Context: an optimization exercise on an open-source flow, tuned for small area and a short achievable clock period. The choices shown serve that exercise and are no tape-out recipe.
RTL that was checked went through simulation tests only; none was proved equivalent to the original.
The RTL of run 2 was laid out without a check of its function.
Power is estimated from default activity; no workload was simulated.

==> design.v <==
module bowling(clock, reset, calculate_score, pin_count, roll, score);
input clock;
input reset;
input calculate_score;
input [3:0] pin_count;
input roll;
output [8:0] score;
reg [8:0] score;
reg [3:0] e [0:10];
reg [3:0] o [0:10];
reg [4:0] diff;           
reg ph;                   
reg [4:0] s01;            
reg st;                   
wire [3:0] a = ph ? o[0] : e[0];
wire [3:0] b = ph ? e[0] : o[0];
wire [3:0] c = ph ? o[1] : e[1];
wire [3:0] d = ph ? e[1] : o[1];
wire bon = st || (s01 == 5'd10);
wire [8:0] score_next = score + s01 + (bon ? c : 4'd0);
wire calc = calculate_score && !roll;
wire shift_e = calc && !(ph && st);
wire shift_o = calc && !(!ph && st);
wire wr_o = roll && (ph ^ diff[0]);
wire wr_e = roll && !(ph ^ diff[0]);
wire head = (diff[4:1] == 4'd0);
wire [4:0] s01_r = pin_count + (diff[0] ? a : b);
wire st_r = diff[0] ? st : (pin_count == 4'd10);
wire [3:0] a_c = st ? b : c;
wire [4:0] s01_c = c + (st ? b : d);
wire st_c = (a_c == 4'd10);
wire [4:0] diff_r = diff + 5'd1;
wire [4:0] diff_c = st ? diff - 5'd1 : diff - 5'd2;
integer i;
reg we, wo;
always @(posedge clock) begin
   for (i = 0; i < 11; i = i + 1) begin
      we = wr_e && (diff[4:1] == i);
      wo = wr_o && (diff[4:1] == i);
      e[i] <= ({4{we}} & pin_count)
            | ({4{shift_e}} & ((i < 10) ? e[i+1] : e[i]))
            | ({4{!we && !shift_e}} & e[i]);
      o[i] <= ({4{wo}} & pin_count)
            | ({4{shift_o}} & ((i < 10) ? o[i+1] : o[i]))
            | ({4{!wo && !shift_o}} & o[i]);
   end
end
wire up_r = roll && head;
wire up_c = calc;
always @(posedge clock) begin
   s01 <= ({5{up_r}} & s01_r) | ({5{up_c}} & s01_c) | ({5{!up_r && !up_c}} & s01);
   st <= (up_r & st_r) | (up_c & st_c) | (!up_r && !up_c && st);
end
always @(posedge clock) begin
   if (reset) begin
      score <= 0;
      diff <= 0;
      ph <= 0;
   end
   else if (roll)
      diff <= diff_r;
   else if (calculate_score) begin
      score <= score_next;
      diff <= diff_c;
      ph <= ph ^ st;
   end
end
endmodule
==> flow/run.sh <==
#!/bin/bash
# The standard layout (standard.sh) with two changes: each port is buffered
# by buf_2 rather than the cell buffer_ports picks by default, and clock tree
# synthesis inserts no dummy loads and clusters up to 24 sinks per buffer. ORFS keeps each step's log under
# orfs/logs; make's own output goes to make.log.
set -euo pipefail
export BUFFER_PORTS_ARGS="-buffer_cell sky130_fd_sc_hd__buf_2"
export CTS_ARGS="-sink_clustering_enable -repair_clock_nets -buf_list {sky130_fd_sc_hd__clkbuf_4 sky130_fd_sc_hd__clkbuf_8} -dont_use_dummy_load -sink_clustering_size 24 -sink_clustering_max_diameter 100"
bash standard.sh > make.log 2>&1
==> standard.sh <==
#!/bin/bash
# synth_recipe.tcl (not shown) runs the flow's synth.tcl, then flattens the netlist and writes it again
# the make line also repeats each setting of config.mk as NAME=value (left out here)
make -C /OpenROAD-flow-scripts/flow DESIGN_CONFIG=/design/flow/config.mk WORK_HOME=/design/flow/orfs CLKGATE_MAP_FILE= SYNTH_SCRIPT=/design/flow/synth_recipe.tcl "${@:-finish}"
==> config.mk <==
export PLATFORM = sky130hd
export DESIGN_NAME = bowling
export DESIGN_NICKNAME = bowling
export VERILOG_FILES = /design/flow/design.v
export SDC_FILE = /design/flow/constraint.sdc
export NUM_CORES = 4
export LEC_CHECK = 0
export CAP_MARGIN = 20
export CORE_MARGIN = 2
export CORE_UTILIZATION = 40
export SETUP_SLACK_MARGIN = 2.4
export SLEW_MARGIN = 20
==> constraint.sdc <==
create_clock -name core_clock -period 5.0 [get_ports {clock}]
set_input_delay 1.0000 -clock core_clock [delete_from_list [all_inputs] [get_ports {clock}]]
set_output_delay 1.0000 -clock core_clock [all_outputs]
set_load 0.01 [all_outputs]
==> impl_metrics.json, run 1 <==
{
  "timing.critical_path.fanout_max": 4,
  "grt_first_pass_wirelength_um": 20100,
  "yosys_top_cell_by_area": "sky130_fd_sc_hd__dfxtp_1",
  "cell_internal_pwr_mw": 1.62,
  "critical_path.startpoint_type": "flop",
  "setup_violations": 0,
  "setup.reg_to_reg.worst_slack_ns": 2.41,
  "cts.reportedPaths.clkPinSlew_ns": 0.09,
  "drtAntennaViolNets": 0,
  "skew_ns": 0.0311,
  "cts_made_buffers": 9,
  "reg2reg_to": "score[7]$_SDFFE_PP0P_",
  "cts_tree": "built",
  "first_iter_violations": 265,
  "die_w_um": 120,
  "register_area_um2": 2200,
  "n_fill_cell": 1303,
  "layout-area-overhead-vs-synth_pct": 8.64,
  "die_y_um": 120,
  "grt_start_max_net_pins": 51,
  "crit_path_start": "ph$_SDFFE_PP0P_",
  "detail_route.drc_violations": 0,
  "cp.arrival_ns": 2.89,
  "timing.reg2reg.worst_path_depth": 10,
  "yosys_most_used_dff": "sky130_fd_sc_hd__dfxtp_1",
  "worst_setup_path_endpoint": "score[7]$_SDFFE_PP0P_",
  "layout_worst_path_cycle_share_pct": 51.7,
  "synth_enable_flop_cells": 0,
  "outcome": "no timing/DRC/antenna violations",
  "core_um2": 13200,
  "globalplace.congestion": 0.817,
  "synth_area_leaders": "sky130_fd_sc_hd__dfxtp_1 (40%), sky130_fd_sc_hd__a22o_1 (13%), sky130_fd_sc_hd__a21o_1 (12%), sky130_fd_sc_hd__ha_1 (5.3%), sky130_fd_sc_hd__nor2_1 (3.0%)",
  "part_of_the_power_in_the_clock_network_pct": 18.0,
  "initial_core_util_pct": 40.8,
  "number_of_max_cap_violations": 0,
  "holdCritPathClass": "flop to flop",
  "port_buffers": 16,
  "ys_seq_area_share_pct": 40.4,
  "grt_setup_unrepaired": "true",
  "synth.net_count": 585,
  "leakage_nw": 3.01,
  "power.share.switching_pct": 32.3,
  "ys_async_sr_fraction_pct": 0,
  "wl_per_cell_um": 16.6,
  "row_count": 42,
  "synthesis.yosys.warnings": 3,
  "multiInputGateArea_um2": 3100,
  "finalCoreUtilization_pct": 44.3,
  "post_synth_inst_count": 547,
  "avg_vias_per_cell": 5.73,
  "globalRoute.totalOverflow": 0,
  "grt_pass1_vias": 4109,
  "slew_viol_final": 0,
  "ios": 17,
  "pre_cts_slack_ns": 2.09,
  "syn-mean-instance-area_um2": 9.88,
  "cts.sink_count": 109,
  "synth_top_area_share_pct": 40.4,
  "worst-endpoint-required_ns": 5.31,
  "first_pass_iters": 4,
  "dieArea_um2": 14500,
  "clock-root-buffer": "sky130_fd_sc_hd__clkbuf_8",
  "detailed_placement_wirelength_estimate_um": 8080,
  "timing.setup.critical_path_class": "flop to flop",
  "final_nets": 592,
  "fin_tns_setup_ns": 0,
  "critical_path.reg2reg.startpoint": "ph$_SDFFE_PP0P_",
  "num_antenna_cells": 0,
  "synth.cell_area_um2": 5400,
  "clock_path_buffers": 2,
  "logic_pwr_share_pct": 28.8,
  "clkLatencyLatePin_ns": 0.39,
  "report.final.hold_viol_count": 0,
  "grt_util_all_layers_pct": 17.3,
  "timing.final.ws_setup_ns": 2.41,
  "num_vias": 4172,
  "max_clock_freq_ghz": 0.387,
  "synth_cell_type_count": 50,
  "post-route-min-period_ns": 2.59,
  "endpoint_kind": "flop",
  "clock_tree.htree_level_count": 3,
  "final_layout_size_suffix_gt1_share_pct": 13.9,
  "worst_slew_margin_rel_pct": 51.7,
  "number_of_antenna_violations_at_the_first_check_in_global_routing": 0,
  "routed_wl_um": 12100,
  "slew_at_the_pin_with_the_worst_max_slew_slack_ns": 0.723,
  "synth.ff_latch_count": 109,
  "power_density_over_cell_area_nw_per_um2": 409,
  "power.ir.vdd_worst_mv": 0.155,
  "p_seq_share_pct": 53.2,
  "net-switching-power_uw": 774
}
placed cells by master, fill, tap and decap left out, drive strengths merged, types with 2 or more instances in the layout:
master	instances
dfxtp	109
a21o	86
a22o	80
nor2	43
nand2	28
buf	26
ha	23
inv	20
mux2	13
nor3	13
a21oi	13
clkbuf	9
o21ai	8
and3	7
fa	7
nand3	5
xnor2	5
a211oi	5
mux4	4
nand3b	4
xor2	4
nor2b	3
o221ai	3
or3	3
nor4bb	3
and2	3
mux2i	3
nand4bb	2
a221o	2
nor3b	2
o211a	2
critical path, stage by stage (launching register included):
cell and delay [ns]:
sky130_fd_sc_hd__dfxtp_4 0.37, sky130_fd_sc_hd__mux2i_2 0.25, sky130_fd_sc_hd__inv_1 0.09, sky130_fd_sc_hd__and2_4 0.15, sky130_fd_sc_hd__fa_1 0.48, sky130_fd_sc_hd__ha_2 0.20
sky130_fd_sc_hd__fa_2 0.24, sky130_fd_sc_hd__a21oi_2 0.07, sky130_fd_sc_hd__o211a_1 0.23, sky130_fd_sc_hd__or3_1 0.32, sky130_fd_sc_hd__a21oi_2 0.13
how the worst min path moves through the flow:
stage / from / cells after the start / to / slack, ns
6_report: o[3][0]$_DFF_P_ / 1 / o[3][0]$_DFF_P_ / 0.46
3_5_place_dp: o[3][0]$_DFF_P_ / 1 / o[3][0]$_DFF_P_ / 0.44
3_3_place_gp: o[4][0]$_DFF_P_ / 1 / o[4][0]$_DFF_P_ / 0.43
2_1_floorplan: o[8][3]$_DFF_P_ / 1 / o[8][3]$_DFF_P_ / 0.43
5_1_grt: o[3][3]$_DFF_P_ / 1 / o[3][3]$_DFF_P_ / 0.47
4_1_cts: o[3][3]$_DFF_P_ / 1 / o[3][3]$_DFF_P_ / 0.46
cells in the mapped netlist (4+ instances only):
master                       n
sky130_fd_sc_hd__a211oi_1    5
sky130_fd_sc_hd__a21o_1     86
sky130_fd_sc_hd__a21oi_1    13
sky130_fd_sc_hd__a22o_1     80
sky130_fd_sc_hd__and3_1      7
sky130_fd_sc_hd__clkbuf_1   25
sky130_fd_sc_hd__dfxtp_1   109
sky130_fd_sc_hd__fa_1        7
sky130_fd_sc_hd__ha_1       23
sky130_fd_sc_hd__inv_1      20
sky130_fd_sc_hd__mux2_2     13
sky130_fd_sc_hd__mux4_2      4
sky130_fd_sc_hd__nand2_1    28
sky130_fd_sc_hd__nand3_1     5
sky130_fd_sc_hd__nand3b_1    4
sky130_fd_sc_hd__nor2_1     43
sky130_fd_sc_hd__nor3_1     11
sky130_fd_sc_hd__o21ai_0     8
sky130_fd_sc_hd__xnor2_1     4
registers in the layout, indices dropped and copies added (netlist names):
register / count
s01: 5
e: 44
o: 44
score: 9
ph: 1
st: 1
diff: 5
cells by family (layout without fill, tap and decap cells):
group	after synthesis	after routing	share of synthesized area [%]
AO/OA/AOI/OAI	209	209	30.3
XOR/XNOR	9	9	1.74
adder cells (fa/ha/maj)	30	30	7.92
buffers and inverters	50	55	3.61
flip-flops	109	109	40.4
multiplexers	20	20	4.93
AND/OR/NAND/NOR	120	120	11.1
timing repair:
item	CTS	global route
endpoints found under the setup margin	6	7
gates resized for setup	4	15
pin swaps	0	5
hold buffers	0	0
cloned	0	0
buffers inserted	2	5
endpoints found under the hold margin	0	0
layout make-up:
type	instances	share of cell area [%]
Multi-Input combinational cell	388	52.8
Sequential cell	109	37.4
Tap cell	176	3.75
Timing Repair Buffer	26	2.64
Clock buffer	9	2.11
Inverter	20	1.28
power groups by stage:
stage                     registers (mW)  logic (mW)  clock network [mW]
after CTS                           1.27       0.661               0.449
after global routing                1.31       0.769               0.485
after detailed placement            1.29       0.653                   0
after global placement              1.29       0.633                   0
after floorplan                     1.23       0.540                   0
final                               1.28       0.690               0.432
routing by layer:
| layer | track usage, % | part of all wire, % | vias to the layer above |
|---|---|---|---|
| met5 | 0 | 0 | - |
| met3 | 4.76 | 4.6 | 23 |
| met2 | 28.2 | 47 | 75 |
| met1 | 22.2 | 46 | 2037 |
| met4 | 5.89 | 2.0 | 0 |
| li1 | - | - | 2037 |
through the flow:
| stage | std cells | total power, mW | area, um2 | hold slack, ns |
|---|---|---|---|---|
| 2_1_floorplan | 547 | 1.77 | 5430 | 0.426 |
| 5_1_grt | 728 | 2.56 | 5870 | 0.473 |
| 6_report | 728 | 2.40 | 5870 | 0.459 |
| 4_1_cts | 723 | 2.38 | 5770 | 0.462 |
| 3_3_place_gp | 712 | 1.92 | 5630 | 0.433 |
| 3_5_place_dp | 712 | 1.95 | 5630 | 0.439 |
==> run 2: changes to the inputs <==
--- a/design.v
+++ b/design.v
@@ -29,8 +29,7 @@
 wire [3:0] a_c = st ? b : c;
 wire [4:0] s01_c = c + (st ? b : d);
 wire st_c = (a_c == 4'd10);
-wire [4:0] diff_r = diff + 5'd1;
-wire [4:0] diff_c = st ? diff - 5'd1 : diff - 5'd2;
+wire [4:0] diff_n = diff + (roll ? 5'd1 : {4'hf, st});
 integer i;
 reg we, wo;
 always @(posedge clock) begin
@@ -52,17 +51,16 @@
    st <= (up_r & st_r) | (up_c & st_c) | (!up_r && !up_c && st);
 end
 always @(posedge clock) begin
+   if (reset || calc)
+      score <= score_next & {9{!reset}};
    if (reset) begin
-      score <= 0;
       diff <= 0;
       ph <= 0;
    end
-   else if (roll)
-      diff <= diff_r;
-   else if (calculate_score) begin
-      score <= score_next;
-      diff <= diff_c;
-      ph <= ph ^ st;
+   else if (roll || calculate_score) begin
+      diff <= diff_n;
+      if (!roll)
+         ph <= ph ^ st;
    end
 end
 endmodule
==> flow/run.sh (replaced) <==
#!/bin/bash
# The standard layout (standard.sh) with two changes: each port is buffered
# by buf_2 rather than the cell buffer_ports picks by default, and clock tree
# synthesis inserts no dummy loads. ORFS keeps each step's log under
# orfs/logs; make's own output goes to make.log.
set -euo pipefail
export BUFFER_PORTS_ARGS="-buffer_cell sky130_fd_sc_hd__buf_2"
export CTS_ARGS="-sink_clustering_enable -repair_clock_nets -buf_list {sky130_fd_sc_hd__clkbuf_4 sky130_fd_sc_hd__clkbuf_8} -dont_use_dummy_load"
bash standard.sh > make.log 2>&1
==> impl_metrics.json, run 2 <==
{
  "timing.critical_path.fanout_max": 4,
  "timing.reg2reg.worst_path_depth": 11,
  "part_of_the_power_in_the_clock_network_pct": 13.1,
  "clkLatencyLatePin_ns": 0.39,
  "final_cell_area_um2": 6060,
  "grt_setup_unrepaired": "true",
  "synth_top_area_share_pct": 36.4,
  "layout_commonest_cell": "sky130_fd_sc_hd__dfxtp_1",
  "cpPeakStageDelay_ns": 0.44,
  "die_w_um": 121,
  "finalCoreUtilization_pct": 45.4,
  "post-route-min-period_ns": 2.75,
  "die_y_um": 121,
  "power.ir.vdd_worst_mv": 0.228,
  "ys_async_sr_fraction_pct": 0,
  "cts_made_buffers": 9,
  "worst-path-buf-inv": 2,
  "cts.sink_count": 109,
  "synth.cell_area_um2": 5500,
  "outcome": "no timing/DRC/antenna violations",
  "synth.ff_latch_count": 109,
  "ys_seq_area_share_pct": 41.3,
  "synth_cell_type_count": 48,
  "layout_common_cells": "sky130_fd_sc_hd__dfxtp_1 (94), sky130_fd_sc_hd__a21o_1 (85), sky130_fd_sc_hd__a22o_1 (80)",
  "grt_first_pass_wirelength_um": 20200,
  "power.share.switching_pct": 35.3,
  "grt_pass1_vias": 4025,
  "max_clock_freq_ghz": 0.363,
  "setup.reg_to_reg.worst_slack_ns": 2.25,
  "avg_vias_per_cell": 5.68,
  "largestRegisters": "e: 44 flops, o: 44 flops, score: 9 flops",
  "crit_slowest_cell": "sky130_fd_sc_hd__fa_1",
  "first_iter_violations": 295,
  "first_pass_iters": 4,
  "layout-area-overhead-vs-synth_pct": 10.1,
  "syn-mean-instance-area_um2": 10.2,
  "num_antenna_cells": 0,
  "drtAntennaViolNets": 0,
  "report.final.hold_viol_count": 0,
  "worst_slew_margin_rel_pct": 54.4,
  "cts.reportedPaths.clkPinSlew_ns": 0.08,
  "number_of_max_cap_violations": 0,
  "critical_path.startpoint_type": "flop",
  "slew_viol_final": 0,
  "layout_worst_path_cycle_share_pct": 55.0,
  "setup_violations": 0,
  "crit_cells": 11,
  "core_um2": 13300,
  "cp.arrival_ns": 2.87,
  "globalRoute.totalOverflow": 0,
  "skew_ns": 0.0283,
  "clock_path_buffers": 2,
  "holdCritPathClass": "flop to flop",
  "power_density_over_cell_area_nw_per_um2": 537,
  "worst-endpoint-required_ns": 5.12,
  "yosys_top_cell_by_area": "sky130_fd_sc_hd__dfxtp_1",
  "synth_enable_flop_cells": 9,
  "clock_tree.htree_level_count": 3,
  "timing.critical_path.cells": "inv_2 > nor3_4 > a31oi_4 > buf_4 > a21oi_2 > fa_1 > ha_4 > o21ai_2 > o21ai_1 > o2111ai_1 > mux2_2",
  "logic_pwr_share_pct": 39.3,
  "pre_cts_slack_ns": 1.72,
  "clock-root-buffer": "sky130_fd_sc_hd__clkbuf_8",
  "ios": 17,
  "detail_route.drc_violations": 0,
  "post_cts_hold_buffer_count": 0,
  "synth.most_common_cell": "sky130_fd_sc_hd__dfxtp_1",
  "slew_at_the_pin_with_the_worst_max_slew_slack_ns": 0.684,
  "post_synth_inst_count": 537,
  "final_nets": 583,
  "hold-path-cell-count": 1,
  "yosys_most_used_dff": "sky130_fd_sc_hd__dfxtp_1",
  "path_delay_family": "adder cells",
  "routed_wl_um": 12200,
  "port_buffers": 16,
  "p_seq_share_pct": 47.6,
  "dpl_cell_area_um2": 5730,
  "net-switching-power_mw": 1.15,
  "synth_area_leaders": "sky130_fd_sc_hd__dfxtp_1 (36%), sky130_fd_sc_hd__a22o_1 (13%), sky130_fd_sc_hd__a21o_1 (12%), sky130_fd_sc_hd__edfxtp_1 (4.9%), sky130_fd_sc_hd__ha_1 (4.5%)",
  "wl_per_cell_um": 16.9,
  "grt_util_all_layers_pct": 17.5,
  "row_count": 42,
  "synth.net_count": 573,
  "final_layout_size_suffix_gt1_share_pct": 17.4,
  "fin_tns_setup_ns": 0,
  "globalplace.congestion": 0.865,
  "number_of_antenna_violations_at_the_first_check_in_global_routing": 0,
  "num_vias": 4095,
  "synth_commonest_cells": "sky130_fd_sc_hd__dfxtp_1 (100), sky130_fd_sc_hd__a21o_1 (85), sky130_fd_sc_hd__a22o_1 (80)",
  "initial_core_util_pct": 41.2,
  "leakage_nw": 3.01,
  "endpoint_kind": "flop",
  "timing.final.ws_setup_ns": 2.25,
  "cell_internal_pwr_mw": 2.10,
  "timing.setup.critical_path_class": "flop to flop",
  "cts_tree": "built",
  "grt_start_max_net_pins": 51,
  "dieArea_um2": 14700,
  "synthesis.yosys.warnings": 3,
  "detailed_placement_wirelength_estimate_um": 8250
}
## run 2: area by class of cell
type | instances | area (um2)
clock buffer | 9 | 124
fill | 1310 | 7290
inverter | 16 | 60.1
multi-input combinational | 384 | 3200
sequential | 109 | 2280
tap | 176 | 220
timing repair buffer | 27 | 166
## run 2: worst paths after layout
| check | from | end |
|---|---|---|
| max | s01[1]$_DFF_P_ | score[8]$_DFFE_PP_ |
| min | o[5][3]$_DFF_P_ | o[5][3]$_DFF_P_ |
| max reg2reg | s01[1]$_DFF_P_ | score[8]$_DFFE_PP_ |
| min reg2reg | o[5][3]$_DFF_P_ | o[5][3]$_DFF_P_ |
## run 2: cell families after synthesis
family	count (synthesis)	synth area share (%)
fa+ha+maj	28	7.46
compound gates	204	28.9
simple gates	126	13.2
xor+xnor	8	1.55
mux	17	4.25
flops	109	41.3
buf+inv	45	3.32
## run 2: timing repair
| item | CTS | global route |
|---|---|---|
| setup buffers | 6 | 2 |
| pin swaps | 8 | 9 |
| resized for setup | 24 | 7 |
| gates cloned | 0 | 1 |
| endpoints found under the setup margin | 46 | 19 |
## run 2: routing by layer
metal | up-vias | GRT usage [%] | routed length (um)
met4 | 0 | 5.10 | 181
met5 | - | 0 | 0
li1 | 2020 | - | -
met2 | 70 | 27.4 | 5680
met3 | 15 | 4.56 | 505
met1 | 1990 | 23.9 | 5830
## run 2: metrics by stage
step | hold WS (ns) | std cells | total power, mW
floorplan | 0.426 | 537 | 2.36
global placement | 0.435 | 703 | 2.61
detailed placement | 0.439 | 703 | 2.65
CTS | 0.459 | 718 | 3.22
global route | 0.476 | 721 | 3.51
finish | 0.456 | 721 | 3.25
## run 2: worst reg2reg max path: stages, from the launching register on
cell and delay, ns:
sky130_fd_sc_hd__dfxtp_2 0.34, sky130_fd_sc_hd__inv_2 0.05, sky130_fd_sc_hd__nor3_4 0.22, sky130_fd_sc_hd__a31oi_4 0.14, sky130_fd_sc_hd__buf_4 0.16, sky130_fd_sc_hd__a21oi_2 0.13
sky130_fd_sc_hd__fa_1 0.44, sky130_fd_sc_hd__ha_4 0.27, sky130_fd_sc_hd__o21ai_2 0.20, sky130_fd_sc_hd__o21ai_1 0.08, sky130_fd_sc_hd__o2111ai_1 0.12, sky130_fd_sc_hd__mux2_2 0.35
## run 2: power groups by stage
stage	Sequential (mW)	Combinational (mW)	Clock [mW]
after floorplan	1.47	0.888	0
after global placement	1.55	1.06	0
after detailed placement	1.56	1.09	0
after CTS	1.55	1.23	0.449
after global routing	1.60	1.43	0.481
final	1.55	1.28	0.425
==> run 3: changes to the inputs <==
--- a/design.v
+++ b/design.v
@@ -51,16 +51,17 @@
    st <= (up_r & st_r) | (up_c & st_c) | (!up_r && !up_c && st);
 end
 always @(posedge clock) begin
-   if (reset || calc)
-      score <= score_next & {9{!reset}};
    if (reset) begin
+      score <= 0;
       diff <= 0;
       ph <= 0;
    end
    else if (roll || calculate_score) begin
       diff <= diff_n;
-      if (!roll)
+      if (!roll) begin
+         score <= score_next;
          ph <= ph ^ st;
+      end
    end
 end
 endmodule
--- a/config.mk
+++ b/config.mk
@@ -8,5 +8,5 @@
 export CAP_MARGIN = 20
 export CORE_MARGIN = 2
 export CORE_UTILIZATION = 40
-export SETUP_SLACK_MARGIN = 2.4
+export SETUP_SLACK_MARGIN = 2.5
 export SLEW_MARGIN = 20
==> impl_metrics.json, run 3 <==
{
  "cts_tree": "built",
  "holdCritPathClass": "flop to flop",
  "max_clock_freq_ghz": 0.383,
  "synthesis.yosys.warnings": 3,
  "setup_violations": 0,
  "yosys_top_cell_by_area": "sky130_fd_sc_hd__dfxtp_1",
  "hold-path-cell-count": 1,
  "grt_first_pass_wirelength_um": 19800,
  "worst_hold_path.endpoint": "o[5][1]$_DFF_P_",
  "routed_wl_um": 12000,
  "worst-endpoint-required_ns": 5.28,
  "num_antenna_cells": 0,
  "synth.cell_area_um2": 5360,
  "dieArea_um2": 14300,
  "synth_area_leaders": "sky130_fd_sc_hd__dfxtp_1 (41%), sky130_fd_sc_hd__a22o_1 (13%), sky130_fd_sc_hd__a21o_1 (12%), sky130_fd_sc_hd__ha_1 (4.7%), sky130_fd_sc_hd__fa_1 (3.0%)",
  "synth_cell_type_count": 48,
  "clkLatencyLatePin_ns": 0.39,
  "globalplace.congestion": 0.827,
  "layout-area-overhead-vs-synth_pct": 11.4,
  "cts.reportedPaths.clkPinSlew_ns": 0.09,
  "fin_tns_setup_ns": 0,
  "row_count": 42,
  "detail_route.drc_violations": 0,
  "worst_slew_margin_rel_pct": 56.4,
  "report.final.hold_viol_count": 0,
  "post-route-min-period_ns": 2.61,
  "endpoint_kind": "flop",
  "layout_commonest_cell": "sky130_fd_sc_hd__dfxtp_1",
  "hold_slack_ns": 0.458,
  "synth_commonest_cells": "sky130_fd_sc_hd__dfxtp_1 (109), sky130_fd_sc_hd__a21o_1 (87), sky130_fd_sc_hd__a22o_1 (80)",
  "post_synth_inst_count": 540,
  "grt_start_max_net_pins": 51,
  "drtAntennaViolNets": 0,
  "power_density_over_cell_area_nw_per_um2": 468,
  "syn-mean-instance-area_um2": 9.92,
  "synth.most_common_cell": "sky130_fd_sc_hd__dfxtp_1",
  "final_nets": 590,
  "cp.arrival_ns": 2.89,
  "timing.reg2reg.worst_path_depth": 10,
  "slew_at_the_pin_with_the_worst_max_slew_slack_ns": 0.653,
  "finalCoreUtilization_pct": 45.4,
  "cts_made_buffers": 9,
  "num_vias": 4070,
  "ios": 17,
  "critical_path.startpoint_type": "flop",
  "number_of_antenna_violations_at_the_first_check_in_global_routing": 0,
  "dpl_cell_area_um2": 5650,
  "core_um2": 13100,
  "grt_util_all_layers_pct": 17.3,
  "power.ir.vdd_worst_mv": 0.192,
  "timing.critical_path.fanout_max": 5,
  "die_w_um": 120,
  "ys_seq_area_share_pct": 40.7,
  "number_of_max_cap_violations": 0,
  "synth.net_count": 576,
  "synth.ff_latch_count": 109,
  "clock_path_buffers": 2,
  "skew_ns": 0.0238,
  "crit_path_start": "s01[0]$_DFF_P_",
  "setup.reg_to_reg.worst_slack_ns": 2.39,
  "wl_per_cell_um": 16.4,
  "final_layout_size_suffix_gt1_share_pct": 17.8,
  "cts.sink_count": 109,
  "largestRegisters": "e: 44 flops, o: 44 flops, score: 9 flops",
  "critical_path.reg2reg.startpoint": "s01[0]$_DFF_P_",
  "grt_pass1_vias": 3988,
  "timing.hold.worst.start": "o[5][1]$_DFF_P_",
  "first_iter_violations": 224,
  "avg_vias_per_cell": 5.59,
  "slew_viol_final": 0,
  "die_y_um": 120,
  "layout_common_cells": "sky130_fd_sc_hd__dfxtp_1 (104), sky130_fd_sc_hd__a21o_1 (87), sky130_fd_sc_hd__a22o_1 (80)",
  "timing.setup.critical_path_class": "flop to flop",
  "yosys_most_used_dff": "sky130_fd_sc_hd__dfxtp_1",
  "leakage_nw": 2.98,
  "globalRoute.totalOverflow": 0,
  "final_cell_area_um2": 5970,
  "post_cts_hold_buffer_count": 0,
  "grt_setup_unrepaired": "true",
  "ys_async_sr_fraction_pct": 0,
  "clock-root-buffer": "sky130_fd_sc_hd__clkbuf_8",
  "outcome": "no timing/DRC/antenna violations",
  "synth_top_area_share_pct": 40.7,
  "detailed_placement_wirelength_estimate_um": 7920,
  "reg2reg_to": "score[6]$_SDFFE_PP0P_",
  "clock_tree.htree_level_count": 3,
  "layout_worst_path_cycle_share_pct": 52.2,
  "first_pass_iters": 7,
  "synth_enable_flop_cells": 0,
  "initial_core_util_pct": 40.8,
  "port_buffers": 16
}
==> run 3: per-stage QoR <==
stage	total power, mW	instances	worst slack (ns)
floorplan	2.07	540	2.34
global placement	2.25	708	1.89
detailed placement	2.28	708	1.82
CTS	2.79	727	2.37
global route	2.99	728	2.30
finish	2.80	728	2.39
==> run 3: cells by family after synthesis <==
group / after synthesis / synth area share (%)
flops: 109 / 40.7
fa+ha+maj: 28 / 7.66
mux: 18 / 4.58
simple gates: 123 / 12.0
compound gates: 214 / 31.0
xor+xnor: 6 / 0.981
buf+inv: 42 / 3.08
==> run 3: layout make-up <==
| type | count | area (um2) |
|---|---|---|
| Timing Repair Buffer | 33 | 208 |
| Multi-Input combinational cell | 390 | 3180 |
| Tap cell | 176 | 220 |
| Inverter | 11 | 41.3 |
| Fill cell | 1279 | 7170 |
| Sequential cell | 109 | 2190 |
| Clock buffer | 9 | 124 |
==> run 3: worst max path at each step <==
| stage | endpoint |
|---|---|
| 2_1_floorplan | score[5]$_SDFFE_PP0P_ |
| 3_3_place_gp | o[8][0]$_DFF_P_ |
| 3_5_place_dp | o[8][0]$_DFF_P_ |
| 4_1_cts | score[5]$_SDFFE_PP0P_ |
| 5_1_grt | score[7]$_SDFFE_PP0P_ |
| 6_report | score[6]$_SDFFE_PP0P_ |
==> run 3: worst max-delay path, cell delays in order, from the launching register on <==
cell	delay, ns
sky130_fd_sc_hd__dfxtp_2	0.35
sky130_fd_sc_hd__nor3b_4	0.23
sky130_fd_sc_hd__a31oi_4	0.13
sky130_fd_sc_hd__buf_4	0.17
sky130_fd_sc_hd__a21oi_4	0.14
sky130_fd_sc_hd__fa_1	0.45
sky130_fd_sc_hd__ha_4	0.32
sky130_fd_sc_hd__o21a_1	0.14
sky130_fd_sc_hd__o21ai_2	0.08
sky130_fd_sc_hd__a21oi_1	0.16
sky130_fd_sc_hd__mux2_2	0.34
==> run 3: layer usage <==
layer	up-vias	GRT usage [%]	part of all wire [%]
met4	0	4.85	0.97
li1	2038	-	-
met1	1984	22.1	49
met3	9	4.28	3.1
met2	39	28.9	47
met5	-	0	0
==> run 3: power by group <==
part	total (mW)	leakage [nW]	switching, mW	internal (mW)
Clock	0.436	0.0647	0.274	0.162
Combinational	0.923	2.02	0.415	0.508
Sequential	1.44	0.897	0.242	1.19
Total	2.80	2.98	0.931	1.86
==> run 3: what timing repair did <==
item	4_1_cts	5_1_grt
setup buffers	10	0
setup endpoints to repair	46	27
cloned	0	1
hold endpoints to repair	0	0
pin swaps	9	12
resized for setup	15	11
==> run 4: changes to the inputs <==
--- a/config.mk
+++ b/config.mk
@@ -8,5 +8,5 @@
 export CAP_MARGIN = 20
 export CORE_MARGIN = 2
 export CORE_UTILIZATION = 40
-export SETUP_SLACK_MARGIN = 2.5
+export SETUP_SLACK_MARGIN = 2.3
 export SLEW_MARGIN = 20
==> impl_metrics.json, run 4 <==
{
  "pre_cts_slack_ns": 1.78,
  "dieArea_um2": 14300,
  "wl_per_cell_um": 16.7,
  "num_antenna_cells": 0,
  "grt_setup_unrepaired": "true",
  "worst_slew_margin_rel_pct": 45.7,
  "logic_pwr_share_pct": 31.5,
  "die_y_um": 120,
  "timing.critical_path.cells": "mux2_4 > nor2b_2 > fa_1 > fa_2 > a21o_1 > a211oi_2 > nor4_1 > a31o_2",
  "drtAntennaViolNets": 0,
  "detail_route.drc_violations": 0,
  "power_density_over_cell_area_nw_per_um2": 471,
  "cts.reportedPaths.clkPinSlew_ns": 0.10,
  "crit_slowest_cell": "sky130_fd_sc_hd__fa_1",
  "globalplace.congestion": 0.837,
  "number_of_antenna_violations_at_the_first_check_in_global_routing": 0,
  "ios": 17,
  "fin_tns_setup_ns": 0,
  "cts_tree": "built",
  "globalRoute.totalOverflow": 0,
  "grt_util_all_layers_pct": 17.3,
  "synth_cell_type_count": 48,
  "synth_area_leaders": "sky130_fd_sc_hd__dfxtp_1 (41%), sky130_fd_sc_hd__a22o_1 (13%), sky130_fd_sc_hd__a21o_1 (12%), sky130_fd_sc_hd__ha_1 (4.7%), sky130_fd_sc_hd__fa_1 (3.0%)",
  "post_cts_hold_buffer_count": 0,
  "cts_made_buffers": 9,
  "slew_at_the_pin_with_the_worst_max_slew_slack_ns": 0.813,
  "cpPeakStageDelay_ns": 0.51,
  "first_pass_iters": 4,
  "p_seq_share_pct": 52.6,
  "setup_violations": 0,
  "report.final.hold_viol_count": 0,
  "synth.cell_area_um2": 5360,
  "largestRegisters": "e: 44 flops, o: 44 flops, score: 9 flops",
  "routed_wl_um": 12100,
  "cell_internal_pwr_mw": 1.82,
  "timing.setup.critical_path_class": "flop to flop",
  "grt_start_max_net_pins": 51,
  "power.ir.vdd_worst_mv": 0.185,
  "core_um2": 13100,
  "hold_slack_ns": 0.457,
  "dpl_cell_area_um2": 5600,
  "clkLatencyLatePin_ns": 0.39,
  "finalCoreUtilization_pct": 44.4,
  "detailed_placement_wirelength_estimate_um": 8090,
  "yosys_most_used_dff": "sky130_fd_sc_hd__dfxtp_1",
  "slew_viol_final": 0,
  "outcome": "no timing/DRC/antenna violations",
  "first_iter_violations": 247,
  "synth.most_common_cell": "sky130_fd_sc_hd__dfxtp_1",
  "clock_tree.htree_level_count": 3,
  "synth.ff_latch_count": 109,
  "critical_path.startpoint_type": "flop",
  "avg_vias_per_cell": 5.68,
  "synth.net_count": 576,
  "synth_top_area_share_pct": 40.7,
  "num_vias": 4096,
  "power.share.switching_pct": 33.6,
  "part_of_the_power_in_the_clock_network_pct": 16.0,
  "grt_first_pass_wirelength_um": 19800,
  "ys_seq_area_share_pct": 40.7,
  "yosys_top_cell_by_area": "sky130_fd_sc_hd__dfxtp_1",
  "die_w_um": 120,
  "number_of_max_cap_violations": 0,
  "final_cell_area_um2": 5830,
  "synth_commonest_cells": "sky130_fd_sc_hd__dfxtp_1 (109), sky130_fd_sc_hd__a21o_1 (87), sky130_fd_sc_hd__a22o_1 (80)",
  "layout_worst_path_cycle_share_pct": 53.8,
  "post-route-min-period_ns": 2.69,
  "layout_common_cells": "sky130_fd_sc_hd__dfxtp_1 (104), sky130_fd_sc_hd__a21o_1 (87), sky130_fd_sc_hd__a22o_1 (80)",
  "max_clock_freq_ghz": 0.372,
  "worst-endpoint-required_ns": 5.29,
  "cts.sink_count": 109,
  "post_synth_inst_count": 540,
  "timing.critical_path.fanout_max": 8,
  "cp.arrival_ns": 2.98,
  "layout_commonest_cell": "sky130_fd_sc_hd__dfxtp_1",
  "syn-mean-instance-area_um2": 9.92,
  "synth_enable_flop_cells": 0,
  "row_count": 42,
  "clock-root-buffer": "sky130_fd_sc_hd__clkbuf_8",
  "grt_pass1_vias": 3967,
  "timing.final.ws_setup_ns": 2.31,
  "skew_ns": 0.0180,
  "synthesis.yosys.warnings": 3,
  "endpoint_kind": "flop",
  "final_nets": 583,
  "ys_async_sr_fraction_pct": 0,
  "clock_path_buffers": 2,
  "initial_core_util_pct": 40.8,
  "final_layout_size_suffix_gt1_share_pct": 14.7,
  "port_buffers": 16,
  "net-switching-power_uw": 923,
  "layout-area-overhead-vs-synth_pct": 8.73,
  "holdCritPathClass": "flop to flop",
  "leakage_nw": 2.94
}
run 4: cell counts after synthesis:
Identical to the previous run, type by type.
run 4: area by class of cell:
cell class / instances / area, um2
Tap cell: 176 / 220
Fill cell: 1301 / 7310
Inverter: 11 / 41.3
Sequential cell: 109 / 2190
Timing Repair Buffer: 26 / 155
Clock buffer: 9 / 124
Multi-Input combinational cell: 390 / 3100
run 4: power groups by stage:
stage	combinational, mW	clock (mW)	sequential [mW]
floorplan	0.684	0	1.37
global placement	0.802	0	1.45
detailed placement	0.823	0	1.46
CTS	0.830	0.454	1.43
global route	0.972	0.485	1.48
finish	0.864	0.439	1.44
run 4: worst max-delay path: cells and delay by family (launching register included):
kind            cells  cell delay, ns
fa+ha+maj           2            0.94
mux                 1            0.32
flops               1            0.42
compound gates      3            0.65
simple gates        2            0.25
run 4: path summary, 6_finish.rpt:
path / from / end / slack (ns) / depth (start not counted)
setup / recovery: ph$_SDFFE_PP0P_ / score[5]$_SDFFE_PP0P_ / 2.31 / 8
hold / removal: e[7][1]$_DFF_P_ / e[7][1]$_DFF_P_ / 0.46 / 1
setup reg to reg: ph$_SDFFE_PP0P_ / score[5]$_SDFFE_PP0P_ / 2.31 / 8
hold reg to reg: e[7][1]$_DFF_P_ / e[7][1]$_DFF_P_ / 0.46 / 1
run 4: logic make-up (layout without fill, tap and decap cells):
kind of cell / after synthesis / count (layout) / synth area share (%)
AOI/OAI and AO/OA: 214 / 214 / 31.0
and+or+nand+nor: 123 / 124 / 12.0
DFF: 109 / 109 / 40.7
buffers and inverters: 42 / 46 / 3.08
adders and majority gates: 28 / 28 / 7.66
muxes: 18 / 18 / 4.58
xor gates and xnor gates: 6 / 6 / 0.981
run 4: stage by stage:
step	cells	power (mW)
finish	721	2.75
global route	721	2.94
CTS	716	2.72
detailed placement	707	2.28
global placement	707	2.25
floorplan	540	2.06
run 4: timing repair:
| item | 4_1_cts | 5_1_grt |
|---|---|---|
| pin swaps | 0 | 5 |
| resized for setup | 3 | 15 |
| buffers inserted | 0 | 4 |
| setup endpoints to repair | 19 | 13 |
| cloned | 0 | 1 |
run 4: routing by layer:
metal	part of all wire [%]	up-vias	track usage [%]
met5	0	-	0
met4	1.9	0	7.43
met3	2.9	16	3.37
met2	47	58	27.6
met1	48	1995	22.8
li1	-	2027	-
==> run 5: changes to the inputs <==
--- a/config.mk
+++ b/config.mk
@@ -8,5 +8,5 @@
 export CAP_MARGIN = 20
 export CORE_MARGIN = 2
 export CORE_UTILIZATION = 40
-export SETUP_SLACK_MARGIN = 2.3
+export SETUP_SLACK_MARGIN = 2.45
 export SLEW_MARGIN = 20
==> impl_metrics.json, run 5 <==
{
  "timing.critical_path.cells": "nor3b_4 > a31oi_4 > nor2_2 > fa_1 > ha_2 > fa_2 > a21o_1 > a211oi_2 > nor4_1 > a31o_2",
  "synth.net_count": 576,
  "power_density_over_cell_area_nw_per_um2": 467,
  "layout_commonest_cell": "sky130_fd_sc_hd__dfxtp_1",
  "max_clock_freq_ghz": 0.386,
  "cp.arrival_ns": 2.85,
  "die_w_um": 120,
  "endpoint_kind": "flop",
  "num_antenna_cells": 0,
  "core_um2": 13100,
  "yosys_most_used_dff": "sky130_fd_sc_hd__dfxtp_1",
  "synthesis.yosys.warnings": 3,
  "synth_compound_gate_area_share_pct": 31.0,
  "met2_track_usage_gr_pct": 27.3,
  "slew_viol_final": 0,
  "synth_enable_flop_cells": 0,
  "worst-path-buf-inv": 0,
  "row_count": 42,
  "post_cts_hold_buffer_count": 0,
  "report.final.hold_viol_count": 0,
  "cpPeakStageDelay_ns": 0.43,
  "number_of_max_cap_violations": 0,
  "cts_made_buffers": 9,
  "gr-usage-met1_pct": 22.6,
  "dieArea_um2": 14300,
  "final_nets": 583,
  "drtAntennaViolNets": 0,
  "first_pass_iters": 6,
  "skew_ns": 0.0235,
  "synthAdderAreaFrac_pct": 7.66,
  "grt_pass1_vias": 3979,
  "syn-mean-instance-area_um2": 9.92,
  "setup_violations": 0,
  "synth_commonest_cells": "sky130_fd_sc_hd__dfxtp_1 (109), sky130_fd_sc_hd__a21o_1 (87), sky130_fd_sc_hd__a22o_1 (80)",
  "slew_at_the_pin_with_the_worst_max_slew_slack_ns": 0.650,
  "critical_path.startpoint_type": "flop",
  "layout_common_cells": "sky130_fd_sc_hd__dfxtp_1 (104), sky130_fd_sc_hd__a21o_1 (87), sky130_fd_sc_hd__a22o_1 (80)",
  "ys_async_sr_fraction_pct": 0,
  "globalRoute.totalOverflow": 0,
  "leakage_nw": 2.95,
  "timing.setup.critical_path_class": "flop to flop",
  "cts.sink_count": 109,
  "synth_top_area_share_pct": 40.7,
  "timing.final.ws_setup_ns": 2.41,
  "grt_setup_unrepaired": "true",
  "port_buffers": 16,
  "grt_first_pass_wirelength_um": 19500,
  "layout_worst_path_cycle_share_pct": 51.9,
  "clock_path_buffers": 2,
  "ios": 17,
  "timing.critical_path.fanout_max": 4,
  "n_fill_cell": 1307,
  "routed_wl_um": 11600,
  "cts_tree": "built",
  "largest_family_of_logic_cells_by_synthesized_area": "compound AO/OA/AOI/OAI gates",
  "yosys-mux-area-fraction_pct": 4.58,
  "globalplace.congestion": 0.841,
  "worst-endpoint-required_ns": 5.26,
  "wl_per_cell_um": 16.0,
  "power.ir.vdd_worst_mv": 0.172,
  "avg_vias_per_cell": 5.62,
  "grt_util_all_layers_pct": 16.9,
  "crit_slowest_cell": "sky130_fd_sc_hd__fa_1",
  "num_vias": 4055,
  "holdCritPathClass": "flop to flop",
  "die_y_um": 120,
  "detailed_placement_wirelength_estimate_um": 7970,
  "synth.ff_latch_count": 109,
  "post_synth_inst_count": 540,
  "globalRouteMet3Util_pct": 3.71,
  "ys_seq_area_share_pct": 40.7,
  "clock-root-buffer": "sky130_fd_sc_hd__clkbuf_8",
  "layout-area-overhead-vs-synth_pct": 9.41,
  "grt_start_max_net_pins": 51,
  "synth_area_leaders": "sky130_fd_sc_hd__dfxtp_1 (41%), sky130_fd_sc_hd__a22o_1 (13%), sky130_fd_sc_hd__a21o_1 (12%), sky130_fd_sc_hd__ha_1 (4.7%), sky130_fd_sc_hd__fa_1 (3.0%)",
  "number_of_antenna_violations_at_the_first_check_in_global_routing": 0,
  "clkLatencyLatePin_ns": 0.38,
  "first_iter_violations": 240,
  "busiest_layer": "met2",
  "area_fraction_in_and_or_nand_and_nor_cells_after_synthesis_pct": 12.0,
  "synth-xor-area-share_pct": 0.981,
  "largestRegisters": "e: 44 flops, o: 44 flops, score: 9 flops",
  "synth.most_common_cell": "sky130_fd_sc_hd__dfxtp_1",
  "yosys_top_cell_by_area": "sky130_fd_sc_hd__dfxtp_1",
  "outcome": "no timing/DRC/antenna violations",
  "detail_route.drc_violations": 0,
  "synth_cell_type_count": 48,
  "pre_cts_slack_ns": 2.16,
  "path_delay_family": "adder cells",
  "fin_tns_setup_ns": 0,
  "final_layout_size_suffix_gt1_share_pct": 15.4,
  "post-route-min-period_ns": 2.59,
  "synth.cell_area_um2": 5360,
  "initial_core_util_pct": 40.8,
  "cts.reportedPaths.clkPinSlew_ns": 0.09,
  "worst_slew_margin_rel_pct": 56.7,
  "clock_tree.htree_level_count": 3
}
-- run 5: cell counts after synthesis --
No cell type changed its count.
-- run 5: final timing paths --
check | start | endpoint | slack, ns | depth (start not counted)
worst max-delay path | s01[0]$_DFF_P_ | score[5]$_SDFFE_PP0P_ | 2.41 | 10
worst max register to register | s01[0]$_DFF_P_ | score[5]$_SDFFE_PP0P_ | 2.41 | 10
worst min register to register | o[7][3]$_DFF_P_ | o[7][3]$_DFF_P_ | 0.46 | 1
worst min-delay path | o[7][3]$_DFF_P_ | o[7][3]$_DFF_P_ | 0.46 | 1
-- run 5: layer usage --
metal	share of wire [%]	routed length [um]	vias to the layer above
met5	0	0	-
met4	1.5	172	0
met3	3.0	346	14
met2	46	5360	41
met1	49	5690	1976
li1	-	-	2024
-- run 5: layout make-up --
class / instances / area [um2] / share of cell area, %
Tap cell: 176 / 220 / 3.76
Timing Repair Buffer: 27 / 163 / 2.77
Multi-Input combinational cell: 389 / 3120 / 53.3
Clock buffer: 9 / 124 / 2.11
Inverter: 11 / 41.3 / 0.704
Sequential cell: 109 / 2190 / 37.4
-- run 5: where the power goes --
group / internal (mW) / total, mW / switching (mW)
clock: 0.162 / 0.425 / 0.263
combinational: 0.482 / 0.880 / 0.397
sequential: 1.19 / 1.43 / 0.240
total: 1.84 / 2.74 / 0.900
-- run 5: timing repair --
item                       in CTS  in global routing
setup endpoints to repair       5                  4
resized for setup               8                  7
pin swaps                       3                  5
setup buffers                   5                  1
-- run 5: kinds of logic (layout without fill, tap and decap cells) --
family | count (synthesis) | after routing
AOI/OAI and AO/OA | 214 | 214
and+or+nand+nor | 123 | 123
DFF | 109 | 109
buffers and inverters | 42 | 47
adders and majority gates | 28 | 28
muxes | 18 | 18
xor gates and xnor gates | 6 | 6
-- run 5: through the flow --
| stage | hold slack [ns] | power (mW) | instances | util, % | cell area (um2) |
|---|---|---|---|---|---|
| 3_5_place_dp | 0.439 | 2.29 | 706 | 42.8 | 5630 |
| 4_1_cts | 0.463 | 2.75 | 720 | 44.3 | 5820 |
| 5_1_grt | 0.475 | 2.94 | 721 | 44.6 | 5860 |
| 3_3_place_gp | 0.434 | 2.26 | 706 | 42.8 | 5630 |
| 6_report | 0.460 | 2.74 | 721 | 44.6 | 5860 |
| 2_1_floorplan | 0.426 | 2.07 | 540 | - | 5420 |
==> run 6: changes to the inputs <==
--- a/config.mk
+++ b/config.mk
@@ -8,5 +8,6 @@
 export CAP_MARGIN = 20
 export CORE_MARGIN = 2
 export CORE_UTILIZATION = 40
-export SETUP_SLACK_MARGIN = 2.45
+export GPL_TIMING_DRIVEN = 0
+export SETUP_SLACK_MARGIN = 2.4
 export SLEW_MARGIN = 20
==> impl_metrics.json, run 6 <==
{
  "outcome": "no timing/DRC/antenna violations",
  "num_vias": 4253,
  "detailed_placement_wirelength_estimate_um": 9070,
  "slew_at_the_pin_with_the_worst_max_slew_slack_ns": 0.616,
  "globalplace.congestion": 0.818,
  "ios": 17,
  "wl_per_cell_um": 16.5,
  "power_density_over_cell_area_nw_per_um2": 460,
  "slew_viol_final": 0,
  "worst-endpoint-required_ns": 5.26,
  "part_of_the_power_in_the_clock_network_pct": 15.4,
  "critical_path.startpoint_type": "flop",
  "post-route-min-period_ns": 2.71,
  "grt_util_all_layers_pct": 18.4,
  "net-switching-power_uw": 919,
  "clkLatencyLatePin_ns": 0.38,
  "synth_area_leaders": "sky130_fd_sc_hd__dfxtp_1 (41%), sky130_fd_sc_hd__a22o_1 (13%), sky130_fd_sc_hd__a21o_1 (12%), sky130_fd_sc_hd__ha_1 (4.7%), sky130_fd_sc_hd__fa_1 (3.0%)",
  "synth_cell_type_count": 48,
  "timing.critical_path.fanout_max": 5,
  "syn-mean-instance-area_um2": 9.92,
  "synth.ff_latch_count": 109,
  "synth_commonest_cells": "sky130_fd_sc_hd__dfxtp_1 (109), sky130_fd_sc_hd__a21o_1 (87), sky130_fd_sc_hd__a22o_1 (80)",
  "skew_ns": 0.0192,
  "die_w_um": 120,
  "globalRoute.totalOverflow": 0,
  "n_fill_cell": 1310,
  "synth.most_common_cell": "sky130_fd_sc_hd__dfxtp_1",
  "gr-usage-met1_pct": 23.8,
  "setup.reg_to_reg.worst_slack_ns": 2.29,
  "logic_pwr_share_pct": 32.8,
  "clock_tree.htree_level_count": 3,
  "globalRouteMet3Util_pct": 4.42,
  "drtAntennaViolNets": 0,
  "number_of_max_cap_violations": 0,
  "yosys_top_cell_by_area": "sky130_fd_sc_hd__dfxtp_1",
  "busiest_layer": "met2",
  "yosys_most_used_dff": "sky130_fd_sc_hd__dfxtp_1",
  "cts_made_buffers": 9,
  "ys_seq_area_share_pct": 40.7,
  "clock-root-buffer": "sky130_fd_sc_hd__clkbuf_8",
  "report.final.hold_viol_count": 0,
  "number_of_antenna_violations_at_the_first_check_in_global_routing": 0,
  "synth_enable_flop_cells": 0,
  "layout_worst_path_cycle_share_pct": 54.2,
  "core_um2": 13100,
  "grt_start_max_net_pins": 18,
  "holdCritPathClass": "flop to flop",
  "avg_vias_per_cell": 5.68,
  "power.share.switching_pct": 33.2,
  "hold-path-cell-count": 1,
  "synth_top_area_share_pct": 40.7,
  "final_layout_size_suffix_gt1_share_pct": 15.4,
  "synthesis.yosys.warnings": 3,
  "layout_commonest_cell": "sky130_fd_sc_hd__dfxtp_1",
  "cts.sink_count": 109,
  "grt_first_pass_wirelength_um": 21000,
  "timing.setup.critical_path_class": "flop to flop",
  "finalCoreUtilization_pct": 45.8,
  "reg2reg_to": "score[6]$_SDFFE_PP0P_",
  "clock_path_buffers": 2,
  "endpoint_kind": "flop",
  "p_seq_share_pct": 51.9,
  "cpPeakStageDelay_ns": 0.60,
  "fin_tns_setup_ns": 0,
  "critical_path.reg2reg.startpoint": "ph$_SDFFE_PP0P_",
  "die_y_um": 120,
  "post_synth_inst_count": 540,
  "synth.cell_area_um2": 5360,
  "worst_hold_path.endpoint": "o[4][3]$_DFF_P_",
  "cell_internal_pwr_mw": 1.85,
  "ys_async_sr_fraction_pct": 0,
  "largestRegisters": "e: 44 flops, o: 44 flops, score: 9 flops",
  "row_count": 42,
  "met2_track_usage_gr_pct": 30.4,
  "setup_violations": 0,
  "synth.net_count": 576,
  "first_pass_iters": 5,
  "port_buffers": 15,
  "design_power_total_mw": 2.77,
  "grt_setup_unrepaired": "true",
  "crit_slowest_cell": "sky130_fd_sc_hd__fa_2",
  "timing.critical_path.cells": "buf_6 > buf_8 > mux2_4 > nor2b_4 > fa_2 > ha_4 > a21o_1 > o21ai_4 > a21oi_2 > mux2_2",
  "initial_core_util_pct": 40.8,
  "dieArea_um2": 14300,
  "layout-area-overhead-vs-synth_pct": 12.3,
  "final_nets": 611,
  "grt_pass1_vias": 4164,
  "layout_common_cells": "sky130_fd_sc_hd__dfxtp_1 (106), sky130_fd_sc_hd__a21o_1 (87), sky130_fd_sc_hd__a22o_1 (80)",
  "detail_route.drc_violations": 0,
  "num_antenna_cells": 0,
  "routed_wl_um": 12300,
  "cp.arrival_ns": 2.97,
  "timing.hold.worst.start": "o[4][3]$_DFF_P_",
  "first_iter_violations": 243,
  "timing.reg2reg.worst_path_depth": 10,
  "cts.reportedPaths.clkPinSlew_ns": 0.09,
  "leakage_nw": 2.99,
  "cts_tree": "built",
  "power.ir.vdd_worst_mv": 0.303,
  "worst_slew_margin_rel_pct": 58.6,
  "max_clock_freq_ghz": 0.369
}
==> run 6: cell types whose count changed in the layout (fill, tap and decap cells not counted), sizes merged <==
cell / before / now
clkbuf: 9 / 34
buf: 27 / 30
==> run 6: critical path: cells and delay by family (launching register included) <==
| family | cells | cell delay [ns] |
|---|---|---|
| multiplexers | 2 | 0.58 |
| buffers and inverters | 2 | 0.23 |
| AND/OR/NAND/NOR | 1 | 0.13 |
| AO/OA/AOI/OAI | 3 | 0.50 |
| adder cells (fa/ha/maj) | 2 | 0.81 |
| flip-flops | 1 | 0.33 |
==> run 6: cell families after synthesis <==
logic type / synth area share (%)
AOI/OAI and AO/OA: 31.0
xor gates and xnor gates: 0.981
adders and majority gates: 7.66
buffers and inverters: 3.08
DFF: 40.7
muxes: 4.58
and+or+nand+nor: 12.0
==> run 6: worst max-delay path by stage <==
stage	start	end	slack [ns]	cells past startpoint
after global routing	ph$_SDFFE_PP0P_	score[6]$_SDFFE_PP0P_	2.22	10
after detailed placement	roll	o[3][1]$_DFF_P_	2.12	7
after global placement	roll	o[3][0]$_DFF_P_	2.12	7
final	ph$_SDFFE_PP0P_	score[6]$_SDFFE_PP0P_	2.29	10
after CTS	ph$_SDFFE_PP0P_	score[5]$_SDFFE_PP0P_	2.29	11
after floorplan	ph$_SDFFE_PP0P_	score[5]$_SDFFE_PP0P_	2.34	10
==> run 6: repair_timing <==
item,4_1_cts,5_1_grt
gates resized for setup,11,16
pin swaps,8,10
setup buffers,9,0
cloned,0,0
endpoints found under the setup margin,6,36
hold buffers,0,0
==> run 6: cell type report <==
class,instances,area (um2),share of cell area [%]
Sequential cell,109,2190,36.3
Multi-Input combinational cell,389,3150,52.4
Clock buffer,9,124,2.06
Inverter,11,41.3,0.686
Buffer,31,150,2.49
Timing Repair Buffer,24,143,2.37
Tap cell,176,220,3.66
==> run 6: layer usage <==
layer,share of wire (%),up-vias,routed length [um]
met1,46,2089,5700
met5,0,-,0
li1,-,2080,-
met2,49,69,6050
met3,3.4,15,415
met4,1.3,0,166
==> run 6: power groups by stage <==
stage          clock [mW]  combinational, mW  sequential (mW)
5_1_grt             0.477               1.03             1.47
4_1_cts             0.445              0.881             1.43
3_5_place_dp            0              0.853             1.44
2_1_floorplan           0              0.697             1.37
3_3_place_gp            0              0.825             1.43
6_report            0.425              0.907             1.44
==> run 6: metrics by stage <==
step                      worst slack [ns]  std cells  hold WS (ns)  instance area [um2]
after global placement                2.12        731         0.432                 5710
after floorplan                       2.34        540         0.426                 5420
after global routing                  2.22        749         0.473                 6020
after CTS                             2.29        749         0.458                 5950
after detailed placement              2.12        731         0.440                 5710
final                                 2.29        749         0.457                 6020
==> run 7: changes to the inputs <==
--- a/config.mk
+++ b/config.mk
@@ -8,6 +8,5 @@
 export CAP_MARGIN = 20
 export CORE_MARGIN = 2
 export CORE_UTILIZATION = 40
-export GPL_TIMING_DRIVEN = 0
 export SETUP_SLACK_MARGIN = 2.4
 export SLEW_MARGIN = 20
==> impl_metrics.json, run 7 <==
{
  "worst_slew_margin_rel_pct": 55.5,
  "slew_viol_final": 0,
  "finalCoreUtilization_pct": 44.5,
  "critical_path.reg2reg.startpoint": "s01[0]$_DFF_P_",
  "yosys-mux-area-fraction_pct": 4.58,
  "number_of_max_cap_violations": 0,
  "routed_wl_um": 11500,
  "grt_first_pass_wirelength_um": 19600,
  "synth-xor-area-share_pct": 0.981,
  "synth_top_area_share_pct": 40.7,
  "timing.critical_path.fanout_max": 4,
  "port_buffers": 16,
  "cts.reportedPaths.clkPinSlew_ns": 0.08,
  "grt_pass1_vias": 3818,
  "layout_worst_path_cycle_share_pct": 51.9,
  "yosys_most_used_dff": "sky130_fd_sc_hd__dfxtp_1",
  "grt_util_all_layers_pct": 16.9,
  "max_clock_freq_ghz": 0.385,
  "outcome": "no timing/DRC/antenna violations",
  "clock-root-buffer": "sky130_fd_sc_hd__clkbuf_8",
  "cp.arrival_ns": 2.86,
  "largestRegisters": "e: 44 flops, o: 44 flops, score: 9 flops",
  "number_of_antenna_violations_at_the_first_check_in_global_routing": 0,
  "timing.hold.worst.start": "o[9][0]$_DFF_P_",
  "row_count": 42,
  "path_delay_family": "adder cells",
  "largest_family_of_logic_cells_by_synthesized_area": "compound AO/OA/AOI/OAI gates",
  "synthAdderAreaFrac_pct": 7.66,
  "detailed_placement_wirelength_estimate_um": 7760,
  "power.ir.vdd_worst_mv": 0.193,
  "synth.ff_latch_count": 109,
  "critical_path.startpoint_type": "flop",
  "num_antenna_cells": 0,
  "drtAntennaViolNets": 0,
  "grt_start_max_net_pins": 51,
  "layout_common_cells": "sky130_fd_sc_hd__dfxtp_1 (104), sky130_fd_sc_hd__a21o_1 (87), sky130_fd_sc_hd__a22o_1 (80)",
  "endpoint_kind": "flop",
  "ios": 17,
  "worst_hold_path.endpoint": "o[9][0]$_DFF_P_",
  "report.final.hold_viol_count": 0,
  "synth_enable_flop_cells": 0,
  "cts_made_buffers": 9,
  "wl_per_cell_um": 16.0,
  "timing.reg2reg.worst_path_depth": 10,
  "die_y_um": 120,
  "grt_setup_unrepaired": "true",
  "first_pass_iters": 4,
  "setup_violations": 0,
  "layout_commonest_cell": "sky130_fd_sc_hd__dfxtp_1",
  "synth_cell_type_count": 48,
  "yosys_top_cell_by_area": "sky130_fd_sc_hd__dfxtp_1",
  "clkLatencyLatePin_ns": 0.38,
  "final_cell_area_um2": 5840,
  "fin_tns_setup_ns": 0,
  "layout-area-overhead-vs-synth_pct": 8.99,
  "skew_ns": 0.0138,
  "clock_tree.htree_level_count": 3,
  "setup.reg_to_reg.worst_slack_ns": 2.40,
  "crit_slowest_cell": "sky130_fd_sc_hd__fa_1",
  "leakage_nw": 2.94,
  "synth.most_common_cell": "sky130_fd_sc_hd__dfxtp_1",
  "timing.critical_path.cells": "nor3b_4 > a31oi_4 > nor2_2 > fa_1 > ha_2 > fa_2 > a21o_1 > a211oi_2 > nor4_1 > a31o_2",
  "synth_compound_gate_area_share_pct": 31.0,
  "final_nets": 582,
  "num_vias": 4016,
  "slew_at_the_pin_with_the_worst_max_slew_slack_ns": 0.662,
  "core_um2": 13100,
  "cts.sink_count": 109,
  "detail_route.drc_violations": 0,
  "globalplace.congestion": 0.816,
  "worst-endpoint-required_ns": 5.27,
  "timing.setup.critical_path_class": "flop to flop",
  "reg2reg_to": "score[5]$_SDFFE_PP0P_",
  "hold-path-cell-count": 1,
  "worst-path-buf-inv": 0,
  "ys_seq_area_share_pct": 40.7,
  "avg_vias_per_cell": 5.58,
  "synth.net_count": 576,
  "power_density_over_cell_area_nw_per_um2": 469,
  "ys_async_sr_fraction_pct": 0,
  "post_synth_inst_count": 540,
  "cts_tree": "built",
  "globalRoute.totalOverflow": 0,
  "initial_core_util_pct": 40.8,
  "synth_commonest_cells": "sky130_fd_sc_hd__dfxtp_1 (109), sky130_fd_sc_hd__a21o_1 (87), sky130_fd_sc_hd__a22o_1 (80)",
  "cpPeakStageDelay_ns": 0.42,
  "post-route-min-period_ns": 2.60,
  "clock_path_buffers": 2,
  "dpl_cell_area_um2": 5620,
  "syn-mean-instance-area_um2": 9.92,
  "first_iter_violations": 274,
  "crit_path_start": "s01[0]$_DFF_P_",
  "final_layout_size_suffix_gt1_share_pct": 14.9,
  "area_fraction_in_and_or_nand_and_nor_cells_after_synthesis_pct": 12.0,
  "die_w_um": 120,
  "holdCritPathClass": "flop to flop",
  "synth_area_leaders": "sky130_fd_sc_hd__dfxtp_1 (41%), sky130_fd_sc_hd__a22o_1 (13%), sky130_fd_sc_hd__a21o_1 (12%), sky130_fd_sc_hd__ha_1 (4.7%), sky130_fd_sc_hd__fa_1 (3.0%)",
  "synth.cell_area_um2": 5360,
  "synthesis.yosys.warnings": 3,
  "dieArea_um2": 14300
}
==> run 7: cell counts after synthesis <==
Identical to the previous run, type by type.
==> run 7: cell type report <==
cell class	instances	area, um2
Timing Repair Buffer	26	155
Fill cell	1279	7300
Tap cell	176	220
Inverter	11	41.3
Clock buffer	9	124
Multi-Input combinational cell	389	3110
Sequential cell	109	2190
==> run 7: metal layers <==
metal / track usage [%] / wire (um)
met1: 23.7 / 5790
met5: 0 / 0
met4: 6.69 / 207
met3: 2.85 / 371
met2: 26.1 / 5140
==> run 7: power breakdown <==
group          internal [mW]  leakage [nW]  switching, mW
clock network          0.162        0.0647          0.268
logic                  0.480          1.97          0.392
registers               1.19         0.897          0.243
==> run 7: repair_timing <==
| action | in CTS | in global routing |
|---|---|---|
| setup endpoints to repair | 5 | 4 |
| gates resized for setup | 10 | 5 |
| pin swaps | 7 | 5 |
| hold buffers | 0 | 0 |
| hold endpoints to repair | 0 | 0 |
| buffers inserted | 5 | 0 |
==> run 7: logic make-up (layout without fill, tap and decap cells) <==
family	count (synthesis)	count (layout)
adders and majority gates	28	28
and+or+nand+nor	123	123
AOI/OAI and AO/OA	214	214
xor gates and xnor gates	6	6
DFF	109	109
muxes	18	18
buffers and inverters	42	46
==> run 7: worst max path at each step <==
stage / slack (ns) / endpoint / cells after the start
CTS: 2.39 / score[5]$_SDFFE_PP0P_ / 10
detailed placement: 2.17 / o[2][3]$_DFF_P_ / 5
global route: 2.28 / score[5]$_SDFFE_PP0P_ / 10
global placement: 2.21 / e[2][2]$_DFF_P_ / 5
finish: 2.40 / score[5]$_SDFFE_PP0P_ / 10
floorplan: 2.34 / score[5]$_SDFFE_PP0P_ / 10
==> run 7: through the flow <==
stage / power, mW / worst slack [ns] / hold WS (ns) / std cells
after floorplan: 2.07 / 2.34 / 0.426 / 540
after global placement: 2.25 / 2.21 / 0.435 / 706
after detailed placement: 2.28 / 2.17 / 0.441 / 706
after CTS: 2.76 / 2.39 / 0.463 / 720
after global routing: 2.95 / 2.28 / 0.480 / 720
final: 2.74 / 2.40 / 0.458 / 720
==> run 7: worst register-to-register path: cells and delay by family, from the launching register on <==
family	cells	cell delay (ns)
adder cells (fa/ha/maj)	3	0.98
AO/OA/AOI/OAI	4	0.73
AND/OR/NAND/NOR	3	0.44
flip-flops	1	0.35

## re-timing with driven ports
How much do the figures lean on ideal ports? The routed layouts below were timed once more, with nothing changed but the port constraints.
Step 1, drivers: a clkbuf_16 drives clock and a buf_2 each remaining input, both assumed.
Step 2 adds t to the input delays and takes it off the output delays; t is the mean of the earliest and latest rising clock arrival at the registers after step 1. Input paths then give back, and output paths get back, about the clock's delay inside the block.
Three values: ideal ports, drivers, drivers and shift; two values: the first two.
run | t, ns | setup WS [ns] | worst setup path at the end | slew at the worst register clock pin (ns) | worst slew at a driven data input, ns
run 1 | 0.407 | 2.415 / 2.415 / 2.163 | input to register | 0.10 / 0.10 | 0.05
run 2 | 0.412 | 2.248 / 2.248 / 2.198 | input to register | 0.10 / 0.10 | 0.04
run 3 | 0.414 | 2.392 / 2.392 / 2.149 | input to register | 0.10 / 0.10 | 0.03
run 4 | 0.413 | 2.311 / 2.311 / 2.070 | input to register | 0.10 / 0.10 | 0.03
run 5 | 0.407 | 2.407 / 2.407 / 2.126 | input to register | 0.10 / 0.10 | 0.03
run 6 | 0.408 | 2.288 / 2.288 / 2.146 | input to register | 0.10 / 0.10 | 0.03
run 7 | 0.409 | 2.404 / 2.404 / 2.111 | input to register | 0.10 / 0.10 | 0.03
After both steps every run listed still meets setup and hold. For run 7, which loses most, drivers alone change the setup slack by 0.000 ns; drivers and shift together by -0.293 ns.
